What follows belongs to an exercise in optimizing a design on an open flow for small area and a short achievable clock period; a production flow would make more cautious choices.
No run shown here included a check of the RTL's function; only the layout flow was run.
The clock cells of runs 1 and 2 come from the design's own scripts or RTL, not from TritonCTS.
The clock port is modelled as an ideal driver, which makes a skipped or thinned clock tree look cheaper than it is; a real chip needs a root buffer or a tree.
Power and IR drop assume default switching activity.

==> flow/design.v (outline; a module is shown in full before it is edited, if it fits) <==
// module adder_top: 31 lines
// module Adder: 688 lines
// module AdderPgN: 4 lines
// module AdderHalf: 3 lines
// module AdderHalfN: 3 lines
// module AdderXor: 3 lines
// module AdderBlackP: 4 lines
// module AdderGreyP: 3 lines
// module AdderBlackN: 4 lines
// module AdderGreyN: 3 lines
// module AdderInv: 3 lines
module adder_top (
    input         clk,
    input  [63:0] a,
    input  [63:0] b,
    input         cin,
    output [63:0] sum,
    output        cout
);
  // ...
==> flow/flow/run.sh <==
#!/bin/bash
# Layout: the standard ORFS flow (standard.sh) with three changes:
#  - flow/pins.tcl places the ports as a bit-sliced datapath (operands on the
#    bottom edge, results on the top edge, both in bit order);
#  - the input and output ports are buffered by buf_1 (buffer_ports -buffer_cell);
#  - after clock tree synthesis, flow/clocktree.tcl replaces the clock tree with
#    a two-level one (see its header); timing repair then runs after global
#    routing, on the new tree.
# make's full output goes to flow_make.log; each ORFS step logs to orfs/logs/.
set -euo pipefail
here=$(pwd)
bash standard.sh \
  BUFFER_PORTS_ARGS="-buffer_cell sky130_fd_sc_hd__buf_1" \
  PRE_IO_PLACEMENT_TCL="$here/flow/pins.tcl" \
  SKIP_CTS_REPAIR_TIMING=1 \
  POST_CTS_TCL="$here/flow/clocktree.tcl" \
  finish > flow_make.log 2>&1
==> flow/flow/clocktree.tcl <==
proc ct_env { name default } {
  if { [info exists ::env($name)] && $::env($name) ne "" } { return $::env($name) }
  return $default
}
set in_roots   [ct_env CT_IN_ROOTS 3]
set in_leaves  [ct_env CT_IN_LEAVES 9]
set in_cell    [ct_env CT_IN_CELL sky130_fd_sc_hd__clkbuf_16]
set in_leaf_cell [ct_env CT_IN_LEAF_CELL sky130_fd_sc_hd__clkbuf_16]
set mid_cell   [ct_env CT_MID_CELL sky130_fd_sc_hd__clkbuf_8]
set out_leaves [ct_env CT_OUT_LEAVES 4]
set out_cell   [ct_env CT_OUT_CELL sky130_fd_sc_hd__clkbuf_16]

# signal (or clock) input and output pins, leaving out the supply pins
proc ct_in { it } {
  set mt [$it getMTerm]
  return [expr { [$mt getSigType] in {SIGNAL CLOCK} && [$mt getIoType] eq "INPUT" }]
}
proc ct_out { it } {
  set mt [$it getMTerm]
  return [expr { [$mt getSigType] in {SIGNAL CLOCK} && [$mt getIoType] eq "OUTPUT" }]
}

set db [ord::get_db]
set block [ord::get_db_block]
set clk_net [[$block findBTerm clk] getNet]

# Walk the clock network: registers' clock pins are sinks; everything else on
# it (CTS buffers and its dummy loads) is removed.
set sinks {}
set old_insts {}
set old_nets {}
set todo [list $clk_net]
while { [llength $todo] } {
  set net [lindex $todo 0]
  set todo [lrange $todo 1 end]
  foreach it [$net getITerms] {
    if { ![ct_in $it] } { continue }
    set inst [$it getInst]
    set m [[$inst getMaster] getName]
    if { [string match "*df*" $m] } {
      lappend sinks $it
      continue
    }
    if { ![string match "*buf*" $m] && ![string match "*inv*" $m] } {
      error "unexpected cell $m ([$inst getName]) on the clock network"
    }
    if { [lsearch -exact $old_insts $inst] >= 0 } { continue }
    lappend old_insts $inst
    foreach ot [$inst getITerms] {
      if { [ct_out $ot] && [$ot getNet] ne "NULL" } {
        if { [string match "*inv*" $m] && [llength [[$ot getNet] getITerms]] > 1 } {
          error "inverter [$inst getName] drives a clock net"
        }
        lappend todo [$ot getNet]
        lappend old_nets [$ot getNet]
      }
    }
  }
}
puts "clocktree: [llength $sinks] register clock pins, removing [llength $old_insts] cells and [llength $old_nets] nets"
foreach it $sinks { $it disconnect }
foreach inst $old_insts { odb::dbInst_destroy $inst }
foreach net $old_nets { odb::dbNet_destroy $net }

proc ct_center { it } {
  set b [[$it getInst] getBBox]
  return [list [expr { ([$b xMin] + [$b xMax]) / 2 }] [expr { ([$b yMin] + [$b yMax]) / 2 }]]
}

# k-means clustering of clock pins by position, into k groups of similar size
proc ct_cluster { iterms k } {
  set pts {}
  foreach it $iterms { lappend pts [ct_center $it] }
  set n [llength $pts]
  # start from points spread along a sort by angle around the centroid
  set cx 0; set cy 0
  foreach p $pts { set cx [expr { $cx + [lindex $p 0] }]; set cy [expr { $cy + [lindex $p 1] }] }
  set cx [expr { double($cx) / $n }]; set cy [expr { double($cy) / $n }]
  set order {}
  set i 0
  foreach p $pts {
    lappend order [list $i [expr { atan2([lindex $p 1] - $cy, [lindex $p 0] - $cx) }]]
    incr i
  }
  set order [lsort -real -index 1 $order]
  set cap [expr { int(ceil(double($n) / $k)) }]
  set assign [lrepeat $n 0]
  set i 0
  foreach o $order {
    lset assign [lindex $o 0] [expr { $i / $cap }]
    incr i
  }
  for { set iter 0 } { $iter < 20 } { incr iter } {
    set sx [lrepeat $k 0.0]; set sy [lrepeat $k 0.0]; set sn [lrepeat $k 0]
    for { set i 0 } { $i < $n } { incr i } {
      set c [lindex $assign $i]
      lset sx $c [expr { [lindex $sx $c] + [lindex $pts $i 0] }]
      lset sy $c [expr { [lindex $sy $c] + [lindex $pts $i 1] }]
      lset sn $c [expr { [lindex $sn $c] + 1 }]
    }
    set cent {}
    for { set c 0 } { $c < $k } { incr c } {
      set m [expr { max(1, [lindex $sn $c]) }]
      lappend cent [list [expr { [lindex $sx $c] / $m }] [expr { [lindex $sy $c] / $m }]]
    }
    # balanced assignment: points in order of their best distance, capped per cluster
    set cand {}
    for { set i 0 } { $i < $n } { incr i } {
      for { set c 0 } { $c < $k } { incr c } {
        set d [expr { abs([lindex $pts $i 0] - [lindex $cent $c 0]) + abs([lindex $pts $i 1] - [lindex $cent $c 1]) }]
        lappend cand [list $i $c $d]
      }
    }
    set cand [lsort -real -index 2 $cand]
    set done [lrepeat $n 0]
    set cnt [lrepeat $k 0]
    foreach e $cand {
      lassign $e i c d
      if { [lindex $done $i] || [lindex $cnt $c] >= $cap } { continue }
      lset assign $i $c
      lset done $i 1
      lset cnt $c [expr { [lindex $cnt $c] + 1 }]
    }
  }
  set groups {}
  for { set c 0 } { $c < $k } { incr c } { lappend groups {} }
  for { set i 0 } { $i < $n } { incr i } {
    set c [lindex $assign $i]
    lset groups $c [concat [lindex $groups $c] [list [lindex $iterms $i]]]
  }
  return $groups
}

set ::ct_count 0
# a buffer of master cell driving a new net, placed at (x, y), input on net in_net
proc ct_buffer { cell in_net x y } {
  set db [ord::get_db]
  set block [ord::get_db_block]
  set master [$db findMaster $cell]
  if { $master eq "NULL" } { error "no cell $cell" }
  set inst [odb::dbInst_create $block $master "clktree_buf_$::ct_count"]
  set ::ct_last_inst $inst
  set net [odb::dbNet_create $block "clktree_net_$::ct_count"]
  incr ::ct_count
  $net setSigType CLOCK
  set w [$master getWidth]
  set h [$master getHeight]
  $inst setLocation [expr { int($x - $w / 2) }] [expr { int($y - $h / 2) }]
  $inst setPlacementStatus PLACED
  foreach it [$inst getITerms] {
    if { [ct_in $it] } { $it connect $in_net }
    if { [ct_out $it] } { $it connect $net }
  }
  return $net
}

proc ct_centroid { iterms } {
  set sx 0; set sy 0
  foreach it $iterms {
    lassign [ct_center $it] x y
    set sx [expr { $sx + $x }]; set sy [expr { $sy + $y }]
  }
  set n [llength $iterms]
  return [list [expr { $sx / $n }] [expr { $sy / $n }]]
}

set in_sinks {}
set out_sinks {}
foreach it $sinks {
  set n [[$it getInst] getName]
  if { [string match "sum_q*" $n] || [string match "cout_q*" $n] } {
    lappend out_sinks $it
  } else {
    lappend in_sinks $it
  }
}

# leaf buffers on clusters of registers; their input pins, clustered again, go
# to the root buffers.  Returns the leaf buffers' input pins.
proc ct_leaves { regs nleaves cell what } {
  set pins {}
  foreach g [ct_cluster $regs $nleaves] {
    lassign [ct_centroid $g] x y
    set net [odb::dbNet_create [ord::get_db_block] "clktree_tmp_$::ct_count"]
    set leafnet [ct_buffer $cell $net $x $y]
    foreach it $g { $it connect $leafnet }
    set inst $::ct_last_inst
    foreach it [$inst getITerms] {
      if { [ct_in $it] } { lappend pins $it }
    }
    puts "clocktree: $cell at ([expr {$x/1000.0}], [expr {$y/1000.0}]) drives [llength $g] $what registers"
  }
  return $pins
}
proc ct_drive { pins cell in_net } {
  lassign [ct_centroid $pins] x y
  set net [ct_buffer $cell $in_net $x $y]
  foreach it $pins {
    set old [$it getNet]
    $it disconnect
    if { $old ne "NULL" && [llength [$old getITerms]] == 0 } { odb::dbNet_destroy $old }
    $it connect $net
  }
  puts "clocktree: $cell at ([expr {$x/1000.0}], [expr {$y/1000.0}]) drives [llength $pins] buffers"
  return $net
}

set in_leaf_pins [ct_leaves $in_sinks $in_leaves $in_leaf_cell operand]
foreach g [ct_cluster $in_leaf_pins $in_roots] {
  ct_drive $g $in_cell $clk_net
}
set out_leaf_pins [ct_leaves $out_sinks $out_leaves $out_cell result]
ct_drive $out_leaf_pins $mid_cell $clk_net

global_connect
detailed_placement
check_placement -verbose
estimate_parasitics -placement
report_clock_skew
report_clock_latency
report_checks -path_delay max -digits 3
report_checks -path_delay max -to [all_outputs] -digits 3
report_worst_slack -max
report_worst_slack -min
==> flow/flow/pins.tcl <==
# PRE_IO_PLACEMENT hook: lay the ports out as a bit-sliced datapath.  The die
# width is cut into 66 equal slots; slot 0 holds cin, slot i+1 holds a[i] and
# b[i] on the bottom edge and sum[i] on the top edge, slot 65 holds cout on
# the top edge.  The clock goes on the left edge.  place_pins then picks the
# exact legal positions inside each slot.
set die [[ord::get_db_block] getDieArea]
set x0 [expr { [$die xMin] / 1000.0 + 3.0 }]
set x1 [expr { [$die xMax] / 1000.0 - 3.0 }]
set step [expr { ($x1 - $x0) / 66.0 }]
proc pins_slot { x0 step k } {
  set a [expr { $x0 + $k * $step }]
  return [format "%.3f-%.3f" $a [expr { $a + $step }]]
}
set_io_pin_constraint -pin_names {cin} -region bottom:[pins_slot $x0 $step 0]
for { set i 0 } { $i < 64 } { incr i } {
  set r [pins_slot $x0 $step [expr { $i + 1 }]]
  set_io_pin_constraint -pin_names [list "a\[$i\]" "b\[$i\]"] -region bottom:$r
  set_io_pin_constraint -pin_names [list "sum\[$i\]"] -region top:$r
}
set_io_pin_constraint -pin_names {cout} -region top:[pins_slot $x0 $step 65]
set_io_pin_constraint -pin_names {clk} -region left:*
==> flow/standard.sh <==
#!/bin/bash
# synth_recipe.tcl (not shown) runs the flow's synth.tcl, then flattens the netlist and writes it again
# the make line also repeats each setting of config.mk as NAME=value (left out here)
make -C /OpenROAD-flow-scripts/flow DESIGN_CONFIG=/design/flow/config.mk WORK_HOME=/design/flow/orfs CLKGATE_MAP_FILE= SYNTH_SCRIPT=/design/flow/synth_recipe.tcl "${@:-finish}"
==> flow/config.mk <==
export PLATFORM = sky130hd
export DESIGN_NAME = adder_top
export DESIGN_NICKNAME = adder_top
export VERILOG_FILES = /design/flow/design.v
export SDC_FILE = /design/flow/constraint.sdc
export NUM_CORES = 4
export LEC_CHECK = 0
export ABC_CLOCK_PERIOD_IN_PS = 1500
export CAP_MARGIN = 20
export CORE_MARGIN = 2
export CORE_UTILIZATION = 40
export PLACE_DENSITY = 0.6
export SETUP_SLACK_MARGIN = 1.4
export SLEW_MARGIN = 20
export SYNTH_HIERARCHICAL = 1
==> flow/constraint.sdc <==
create_clock -name core_clock -period 3.1 [get_ports {clk}]
set_input_delay 0.6200 -clock core_clock [delete_from_list [all_inputs] [get_ports {clk}]]
set_output_delay 0.6200 -clock core_clock [all_outputs]
set_load 0.01 [all_outputs]
==> impl.org, run 1 <==
** Status
- Result of the run :: timing/DRC/antenna clean

** Drt
- The count of nets left with antenna violations once routing finished came out at 0.
- Routed wire length :: 26800 um
- After detailed routing, the number of remaining DRC violations is 0.
- The detailed router put a total of 7320 um of wire on met1.
- Routed signal wires occupy layers up through met4.

** Layout
- Leaving out fill and tap cells, the most frequent cell in the layout is buf_1.
- Relative to the synthesized area, the layout overhead comes to 46.1%.
- Cell type taking the most area :: multi-input gates
- Across the whole layout, multi-input logic makes up between 40% and 50% of the cell area.
- After the last flow step, the layout net total stands at ~1200.
- The layout has 17 inverters outside the clock class.
- Final core area utilization :: 59.9%
- The number of antenna diodes in the final layout is 0.
- Top Registers :: a_q (64), b_q (64), sum_q (64)

** Logic synthesis
- Xor-xnor portion of the synthesized cell area :: 7.26%
- The Yosys step of the flow raised 7 warnings.
- Share of synthesized cell area in full adder, half adder and majority cells :: 0%
- Average instance area after synthesis :: 9.79 sq um
- Largest area contributor in the synthesized netlist :: dfxtp_1
- Most repeated cell in the gate-level netlist after synthesis :: dfxtp_1
- The synthesized design contains 194 register bits.

** Worst setup path
- Counting buffers and inverters, the worst setup path is 9 cells deep.
- Tracing the worst setup path back leads to its startpoint at b_q[17]$_DFF_P_.
- Crit path buffers/inverters :: 1
- Type of element capturing the critical path :: flop
- Required time reported for the critical path endpoint :: 3.33 ns
- Flop2flop setup slack :: ~1.2 ns
- By startpoint and endpoint, the worst setup path is classified as reg -> reg.

** Global route
- Global-route layer with the greatest usage :: met2
- First-pass GRT wire length :: 36000 um
- Remaining Overflow, GRT :: 0

** Worst hold path
- Hold Path Cell Cnt :: 1

** Placement
- Final RePlAce weighted congestion :: 0.942
- Total cell area at the placement stage :: roughly 9000 sq um

** Die
- Standard-cell row count :: 50
- Die extent in y :: 143 um
- Area inside the core boundary :: 18800 sq um

** STA
- Hold timing on the final database bottoms out at a slack of about 0.42 ns.
- Unrepaired setup endpoints after global routing :: yes
- Post-layout worst setup margin :: 1.19 ns
- The total count of max-transition violations in the final report came to 0.
- The hold violation total from the final report is 0.

** Pwr
- Combinational cells account for 26.4% of the total power.
- Biggest consumer :: registers
==> run 2: changes to the inputs <==
--- a/flow/config.mk
+++ b/flow/config.mk
@@ -9,2 +9,3 @@
 export CAP_MARGIN = 20
+export CORE_ASPECT_RATIO = 0.5
 export CORE_MARGIN = 2
==> impl.org, run 2 <==
** Status
- The flow ran to the end and the layout has no timing, DRC or antenna violations.

** Pwr
- Max IR drop VDD :: 0.370 mV
- Pwr Density :: 559 nW/um^2
- Static Leak :: 4.27 nW

** Drt
- Antenna Violating Nets Remaining :: 0 (unchanged)
- Overall via count from detail_route :: 6240
- DR WL/cell :: 18.1 um
- The DRC violation count after routing was 0 (unchanged).
- Detailed Routing Iterations Pass 1 :: 4
- Dividing the detail-routed via count by the number of cells gives 4.78.
- After the first detailed-routing iteration, the DRC count stood at 197.
- The routed wire length is 23600 um (-12%).

** Layout
- Count of filler cells inserted in the layout :: 1683
- The post-route netlist has 48.7% of its cells at a drive strength greater than 1.
- Ant. Diodes :: 0 (unchanged)
- The largest registers in the layout are a_q (64), b_q (64), sum_q (64).
- The library cells used most frequently in the layout, excluding fill and tap cells, are 194 x buf_1, 151 x dfxtp_1, 79 x nand2_1, 75 x o21ai_2, 74 x nor2_4.
- Registers take about 4000 sq um.
- The utilization after layout was 59.8% (-0.16 points).
- Area of the multi-input gates :: roughly 5300 sq um
- Most frequent standard cell in the layout excluding fill and tap cells :: buf_1
- Nets :: 1178 (+0.60%)
- Once layout is complete, the cells apart from fillers number 1305.
- Synth-to-Final Area Change :: 44.4%

** Logic synthesis
- For this run, asynchronously set or reset flops after synthesis account for 0%.
- The share of the Yosys chip area taken by registers is 50.3%.
- Top cell types by occurrence after synthesis :: 194 x dfxtp_1, 139 x nor2_1, 118 x nand2_1
- Synthesis instantiated 10 different standard cells from the library.
- Number of flops mapped to enable cells by yosys :: 0
- Synth top area cells :: dfxtp_1 50%, a21oi_2 8.5%, o21ai_2 8.5%
- Synthesized netlist cell count :: 789
- The most common cell in the synthesized netlist is dfxtp_1.
- Syn nets :: 919
- Post-synthesis instance area :: roughly 7700 sq um
- Yosys Warn Count :: 7 (unchanged)
- The number of flip-flops and latches in the synthesized netlist came to 194 (unchanged).
- For this run, the leading register cell type out of synthesis is dfxtp_1.
- Area share of the largest cell type after synthesis :: 50.3%
- Average instance area after synthesis :: 9.79 sq um (unchanged)
- The largest total area in the synthesized netlist belongs to dfxtp_1.

** STA
- Final setup skew :: 0.0756 ns
- For the pin with the worst max-slew slack, the measured transition is 0.396 ns.
- The total count of max-transition violations in the final report is 0 (unchanged).
- Normalized max-slew margin :: 73.5%
- Crit share post-route :: 62.4%
- Setup violations remaining at the end of the flow were counted as 0.
- Final number of hold-violating endpoints :: 0 (unchanged)
- Achievable clock frequency :: 517 MHz
- Final worst hold slack :: 0.420 ns (-0.00428 ns)
- Unrepaired setup endpoints after global routing :: yes
- Final period demand of the worst path :: between 1.5 and 2 ns
- Setup TNS :: 0 ns

** Global route
- The number of global-route vias before repair was 6212.
- The first-pass GRT wire length was 32800 um (-8.9%).
- Largest net degree at the start of global routing :: 18
- For this run, the total global-route usage over all layers was measured as 21.9%.
- The number of antenna violations at the first check in global routing is 0.
- Remaining Overflow, GRT :: 0 (unchanged)

** Worst setup path
- In this run the critical register-to-register path is launched from a_q[0]$_DFF_P_.
- The endpoint identified for the worst register-to-register timing path is sum_q[32]$_DFF_P_.
- Walking the worst path, the cells encountered are nor2_4, o21ai_4, a21oi_4, o21ai_4, a21oi_4, o21ai_4, inv_1, o21ai_2, xor2_2.
- CP Launch Point :: a_q[0]$_DFF_P_
- Data on the critical path arrives at its endpoint at between 2 and 2.5 ns.
- Cell family contributing the most delay on the critical path :: compound AO/OA/AOI/OAI gates
- The setup path with the least slack is of type reg -> reg.
- Crit path buffers/inverters :: 1 (unchanged)
- Flop2flop setup slack :: 1.17 ns (-0.02 ns)
- For this run, the slowest stage of the critical path takes 0.36 ns.
- The worst path required time came to 3.35 ns (+0.02 ns).
- The worst setup path is captured at a flop.
- Crit start category :: flop
- On the critical path, the stage with the largest delay is an instance of dfxtp_2.
- Of all nets on the critical path, the largest fanout is 5.
- By instance count, the cell type seen most on the critical path is o21ai_4.
- Worst Reg2Reg Path Length in Cells :: 9
- The critical path ends at sum_q[32]$_DFF_P_.
- WP depth :: 9 (unchanged)

** Placement
- Half-perimeter wire length of the detailed placement result :: 18900 um
- Final RePlAce weighted congestion :: 0.905 (-3.9%)
- Buffers placed on the I/O ports in this run total 194.
- Counting tap cells, the placed design contains a total of 1242 instances.

** Worst hold path
- Class of the tightest hold or removal check :: in -> reg

** Flow run
- Max capacitance violation total :: 0

** Die
- The chip height is 102 um (-28%).
- For this configuration, the core starts out at a cell density of 41.4%.
- The count of standard-cell rows came to 35 (-30%).
- Die Span X :: 201 um
- The die covers 20500 sq um.
- For this design the top-level I/O count stands at 195.
- Area inside the core boundary :: 18700 sq um (-0.93%)

** CTS
- CTS sink cnt :: 194
- CTS clk-pin slew, worst paths :: roughly 0.070 ns
- The later pin in the worst-skew pair is clocked with a latency of 0.34 ns.
[run 2: cell counts after synthesis]
No cell type changed its count.
[run 2: cell families (layout without fill, tap and decap cells)]
group                  count (synthesis)  after routing  share of synthesized area (%)
buffers and inverters                 17            274                          0.826
AO/OA/AOI/OAI                        193            193                           19.8
XOR/XNOR                              64             64                           7.26
flip-flops                           194            194                           50.3
AND/OR/NAND/NOR                      321            321                           21.8
[run 2: worst register-to-register path, cell delays in order, from the launching register on]
cell and delay [ns]:
dfxtp_2 0.36, nor2_4 0.06, o21ai_4 0.23, a21oi_4 0.15, o21ai_4 0.25, a21oi_4 0.14, o21ai_4 0.23, inv_1 0.10
o21ai_2 0.19, xor2_2 0.21
[run 2: worst min-delay path by stage]
stage                         start          endpoint  depth (start not counted)
floorplan             cin_q$_DFF_P_  sum_q[0]$_DFF_P_                          1
global placement    b_q[63]$_DFF_P_    cout_q$_DFF_P_                          2
detailed placement    cin_q$_DFF_P_  sum_q[0]$_DFF_P_                          1
global route                  a[62]   a_q[62]$_DFF_P_                          1
finish                        a[56]   a_q[56]$_DFF_P_                          1
[run 2: stage by stage]
stage,instance area [sq um],setup slack [ns],total power [W]
finish,11200,1.17,0.00624
global route,11200,1.12,0.00656
detailed placement,8910,0.609,0.00415
global placement,8910,0.665,0.00414
floorplan,7860,1.37,0.00370
[run 2: power by group]
part	internal [W]	switching (W)
registers	0.00277	0.000131
clock network	0.000944	0.000777
logic	0.000631	0.000982
total	0.00435	0.00189
[run 2: final cells by class]
class,instances,share of cell area (%)
Inverter,17,0.639
Multi-Input combinational cell,578,47.4
Timing Repair Buffer,240,10.1
Tap cell,259,2.91
Sequential cell,194,35.3
Buffer,17,3.71
[run 2: metal layers]
| metal | vias to the layer above | global-route usage, % | share of wire (%) |
|---|---|---|---|
| met5 | - | 0 | 0 |
| met4 | 0 | 6.32 | 2.2 |
| met2 | 61 | 48.6 | 60 |
| met3 | 26 | 3.44 | 3.3 |
| li1 | 3083 | - | - |
| met1 | 3070 | 21.0 | 35 |
[run 2: Yosys stat by module (local to each module, per instance), excerpt]
module	cells inside	copies in the design
AdderBlackN	2	75
AdderHalf	1	43
adder_top	194	1
AdderGreyP	1	21
AdderPgN	2	64
AdderInv	1	17
AdderHalfN	1	21
==> run 3: changes to the inputs <==
==> flow/flow/run.sh (replaced) <==
#!/bin/bash
# Layout: the standard ORFS flow (standard.sh) with two changes:
#  - the input and output ports are buffered by buf_1 (buffer_ports -buffer_cell);
#  - after clock tree synthesis, flow/clocktree.tcl replaces the clock tree with
#    a shallow one: the clock port drives four buffers; three drive the operand
#    registers, the fourth drives the leaf buffers of the result registers.
#    Timing repair then runs after global routing, on the new tree.
# make's full output goes to flow_make.log; each ORFS step logs to orfs/logs/.
set -euo pipefail
here=$(pwd)
bash standard.sh \
  BUFFER_PORTS_ARGS="-buffer_cell sky130_fd_sc_hd__buf_1" \
  SKIP_CTS_REPAIR_TIMING=1 \
  POST_CTS_TCL="$here/flow/clocktree.tcl" \
  finish > flow_make.log 2>&1
--- a/flow/flow/clocktree.tcl
+++ b/flow/flow/clocktree.tcl
@@ -5,18 +5,6 @@
 set in_roots   [ct_env CT_IN_ROOTS 3]
-set in_leaves  [ct_env CT_IN_LEAVES 9]
 set in_cell    [ct_env CT_IN_CELL sky130_fd_sc_hd__clkbuf_16]
-set in_leaf_cell [ct_env CT_IN_LEAF_CELL sky130_fd_sc_hd__clkbuf_16]
 set mid_cell   [ct_env CT_MID_CELL sky130_fd_sc_hd__clkbuf_8]
-set out_leaves [ct_env CT_OUT_LEAVES 4]
+set out_leaves [ct_env CT_OUT_LEAVES 2]
 set out_cell   [ct_env CT_OUT_CELL sky130_fd_sc_hd__clkbuf_16]
-
-# signal (or clock) input and output pins, leaving out the supply pins
-proc ct_in { it } {
-  set mt [$it getMTerm]
-  return [expr { [$mt getSigType] in {SIGNAL CLOCK} && [$mt getIoType] eq "INPUT" }]
-}
-proc ct_out { it } {
-  set mt [$it getMTerm]
-  return [expr { [$mt getSigType] in {SIGNAL CLOCK} && [$mt getIoType] eq "OUTPUT" }]
-}
 
@@ -36,3 +24,3 @@
   foreach it [$net getITerms] {
-    if { ![ct_in $it] } { continue }
+    if { ![$it isInputSignal] } { continue }
     set inst [$it getInst]
@@ -49,3 +37,3 @@
     foreach ot [$inst getITerms] {
-      if { [ct_out $ot] && [$ot getNet] ne "NULL" } {
+      if { [$ot isOutputSignal] && [$ot getNet] ne "NULL" } {
         if { [string match "*inv*" $m] && [llength [[$ot getNet] getITerms]] > 1 } {
@@ -133,13 +121,11 @@
 
-set ::ct_count 0
+set ct_count 0
 # a buffer of master cell driving a new net, placed at (x, y), input on net in_net
 proc ct_buffer { cell in_net x y } {
-  set db [ord::get_db]
-  set block [ord::get_db_block]
+  global db block ct_count
   set master [$db findMaster $cell]
   if { $master eq "NULL" } { error "no cell $cell" }
-  set inst [odb::dbInst_create $block $master "clktree_buf_$::ct_count"]
-  set ::ct_last_inst $inst
-  set net [odb::dbNet_create $block "clktree_net_$::ct_count"]
-  incr ::ct_count
+  set inst [odb::dbInst_create $block $master "clktree_buf_$ct_count"]
+  set net [odb::dbNet_create $block "clktree_net_$ct_count"]
+  incr ct_count
   $net setSigType CLOCK
@@ -150,4 +136,4 @@
   foreach it [$inst getITerms] {
-    if { [ct_in $it] } { $it connect $in_net }
-    if { [ct_out $it] } { $it connect $net }
+    if { [$it isInputSignal] } { $it connect $in_net }
+    if { [$it isOutputSignal] } { $it connect $net }
   }
@@ -177,38 +163,18 @@
 
-# leaf buffers on clusters of registers; their input pins, clustered again, go
-# to the root buffers.  Returns the leaf buffers' input pins.
-proc ct_leaves { regs nleaves cell what } {
-  set pins {}
-  foreach g [ct_cluster $regs $nleaves] {
-    lassign [ct_centroid $g] x y
-    set net [odb::dbNet_create [ord::get_db_block] "clktree_tmp_$::ct_count"]
-    set leafnet [ct_buffer $cell $net $x $y]
-    foreach it $g { $it connect $leafnet }
-    set inst $::ct_last_inst
-    foreach it [$inst getITerms] {
-      if { [ct_in $it] } { lappend pins $it }
-    }
-    puts "clocktree: $cell at ([expr {$x/1000.0}], [expr {$y/1000.0}]) drives [llength $g] $what registers"
-  }
-  return $pins
+foreach g [ct_cluster $in_sinks $in_roots] {
+  lassign [ct_centroid $g] x y
+  set net [ct_buffer $in_cell $clk_net $x $y]
+  foreach it $g { $it connect $net }
+  puts "clocktree: $in_cell at ([expr {$x/1000.0}], [expr {$y/1000.0}]) drives [llength $g] operand registers"
 }
-proc ct_drive { pins cell in_net } {
-  lassign [ct_centroid $pins] x y
-  set net [ct_buffer $cell $in_net $x $y]
-  foreach it $pins {
-    set old [$it getNet]
-    $it disconnect
-    if { $old ne "NULL" && [llength [$old getITerms]] == 0 } { odb::dbNet_destroy $old }
-    $it connect $net
-  }
-  puts "clocktree: $cell at ([expr {$x/1000.0}], [expr {$y/1000.0}]) drives [llength $pins] buffers"
-  return $net
+set out_groups [ct_cluster $out_sinks $out_leaves]
+lassign [ct_centroid $out_sinks] x y
+set mid_net [ct_buffer $mid_cell $clk_net $x $y]
+puts "clocktree: $mid_cell at ([expr {$x/1000.0}], [expr {$y/1000.0}]) drives $out_leaves leaf buffers"
+foreach g $out_groups {
+  lassign [ct_centroid $g] x y
+  set net [ct_buffer $out_cell $mid_net $x $y]
+  foreach it $g { $it connect $net }
+  puts "clocktree: $out_cell at ([expr {$x/1000.0}], [expr {$y/1000.0}]) drives [llength $g] result registers"
 }
-
-set in_leaf_pins [ct_leaves $in_sinks $in_leaves $in_leaf_cell operand]
-foreach g [ct_cluster $in_leaf_pins $in_roots] {
-  ct_drive $g $in_cell $clk_net
-}
-set out_leaf_pins [ct_leaves $out_sinks $out_leaves $out_cell result]
-ct_drive $out_leaf_pins $mid_cell $clk_net
 
--- a/flow/config.mk
+++ b/flow/config.mk
@@ -9,3 +9,2 @@
 export CAP_MARGIN = 20
-export CORE_ASPECT_RATIO = 0.5
 export CORE_MARGIN = 2
@@ -13,3 +12,3 @@
 export PLACE_DENSITY = 0.6
-export SETUP_SLACK_MARGIN = 1.4
+export SETUP_SLACK_MARGIN = 1.5
 export SLEW_MARGIN = 20
removed: flow/flow/pins.tcl
==> impl.org, run 3 <==
** Status
- The run stopped with a tool error.
- It got as far as 4_1_cts and failed there.
- The first error in the log reads "Error: cts.tcl, 90 can't read ”db”: no such variable".

** Die
- Standard-cell row count :: 50 (+43%)
- Die extent in y :: 143 um (+40%)
- The initial standard-cell utilization of the core came to 41.0% (-0.39 points).
- The number of I/O pins was 195 (unchanged).
- The die extent in x was 143 um (-29%).

** Logic synthesis
- The net count after synthesis was 919 (unchanged).
- Area share of the largest cell type after synthesis :: 50.3% (unchanged)
- Number of flops mapped to enable cells by yosys :: 0 (unchanged)
- Flip-flop and latch count after synthesis :: 194 (unchanged)
- The netlist area before placement came to 7720 sq um (unchanged).
- The gate count after technology mapping came to 789 (unchanged).
- Sequential fraction of the synthesis area :: 50.3% (unchanged)
- The average size of a mapped cell was 9.79 sq um (unchanged).
- dfxtp_1 is the most common cell in the netlist.
- Top cell types by occurrence after synthesis :: 194 x dfxtp_1, 139 x nor2_1, 118 x nand2_1
- The async set or reset register ratio after synthesis was 0% (unchanged).
- The Yosys warning count is 7 (unchanged).
- The count of different cell masters after synthesis is 10 (unchanged).
- Sorting the synthesized cells by area gives the leading types as dfxtp_1 50%, a21oi_2 8.5%, o21ai_2 8.5%.
- The largest total area in the synthesized netlist belongs to dfxtp_1.
- Flip-flop cell with the highest count after synthesis :: dfxtp_1

** Placement
- Half-perimeter wire length of the detailed placement result :: 14100 um (-26%)
- The final weighted congestion of routability-driven global placement came to 0.843 (-6.9%).
- The total placed cells including tap cells came to 1243 (+0.081%).
- Count of buffers inserted at the top-level ports :: 194 (unchanged)

** CTS
- The TritonCTS sink count came to 194 (unchanged).
==> run 3: worst max path at each step <==
stage / slack, ns / to / start / depth (start not counted)
floorplan: 1.41 / sum_q[52]$_DFF_P_ / b_q[6]$_DFF_P_ / 9
global placement: 0.93 / sum_q[52]$_DFF_P_ / b_q[12]$_DFF_P_ / 9
detailed placement: 0.92 / sum_q[52]$_DFF_P_ / b_q[12]$_DFF_P_ / 9
==> run 3: through the flow <==
step                worst slack, ns  hold slack, ns  util, %  instance area (sq um)  power [W]
floorplan                      1.41           0.431        -                   7990    0.00372
global placement              0.926           0.442     48.0                   9040    0.00409
detailed placement            0.919           0.441     48.0                   9040    0.00409
==> run 3: power by group through the flow <==
stage,Clock [W],Sequential (W),Combinational [W]
after floorplan,0,0.00301,0.000710
after global placement,0,0.00294,0.00115
after detailed placement,0,0.00294,0.00115
==> run 3: Yosys stat by module, one instance, submodules excluded, a selection <==
module       copies in the design  flops+latches
AdderInv                       17              0
AdderGreyN                     43              0
AdderGreyP                     21              0
AdderHalfN                     21              0
adder_top                       1            194
AdderHalf                      43              0
AdderPgN                       64              0
AdderBlackN                    75              0
AdderBlackP                    54              0
AdderXor                       64              0
==> run 3: cell families after synthesis <==
logic type      synth area share [%]
simple gates                    21.8
flops                           50.3
compound gates                  19.8
xor+xnor                        7.26
buf+inv                        0.826

[re-timing with driven ports]
How much do the figures lean on ideal ports? The routed layouts below were timed once more, with nothing changed but the port constraints.
Step 1 assumes that a clkbuf_16 drives the clock port and a buf_2 every other input.
Step 2 times the ports against the registers' clock, not the clock port: input delays grow and output delays shrink by t, the midpoint of the rising clock arrivals with the driver on.
Slacks: ideal ports / drivers / drivers and shift; pairs: ideal ports / drivers.
run | t (ns) | slack for setup (ns) | worst setup path after step 2
run 1 | 0.388 | 1.187 / 1.188 / 1.188 | register to register
run 2 | 0.398 | 1.167 / 1.167 / 1.167 | register to register
After both steps setup and hold are still met in every run listed.
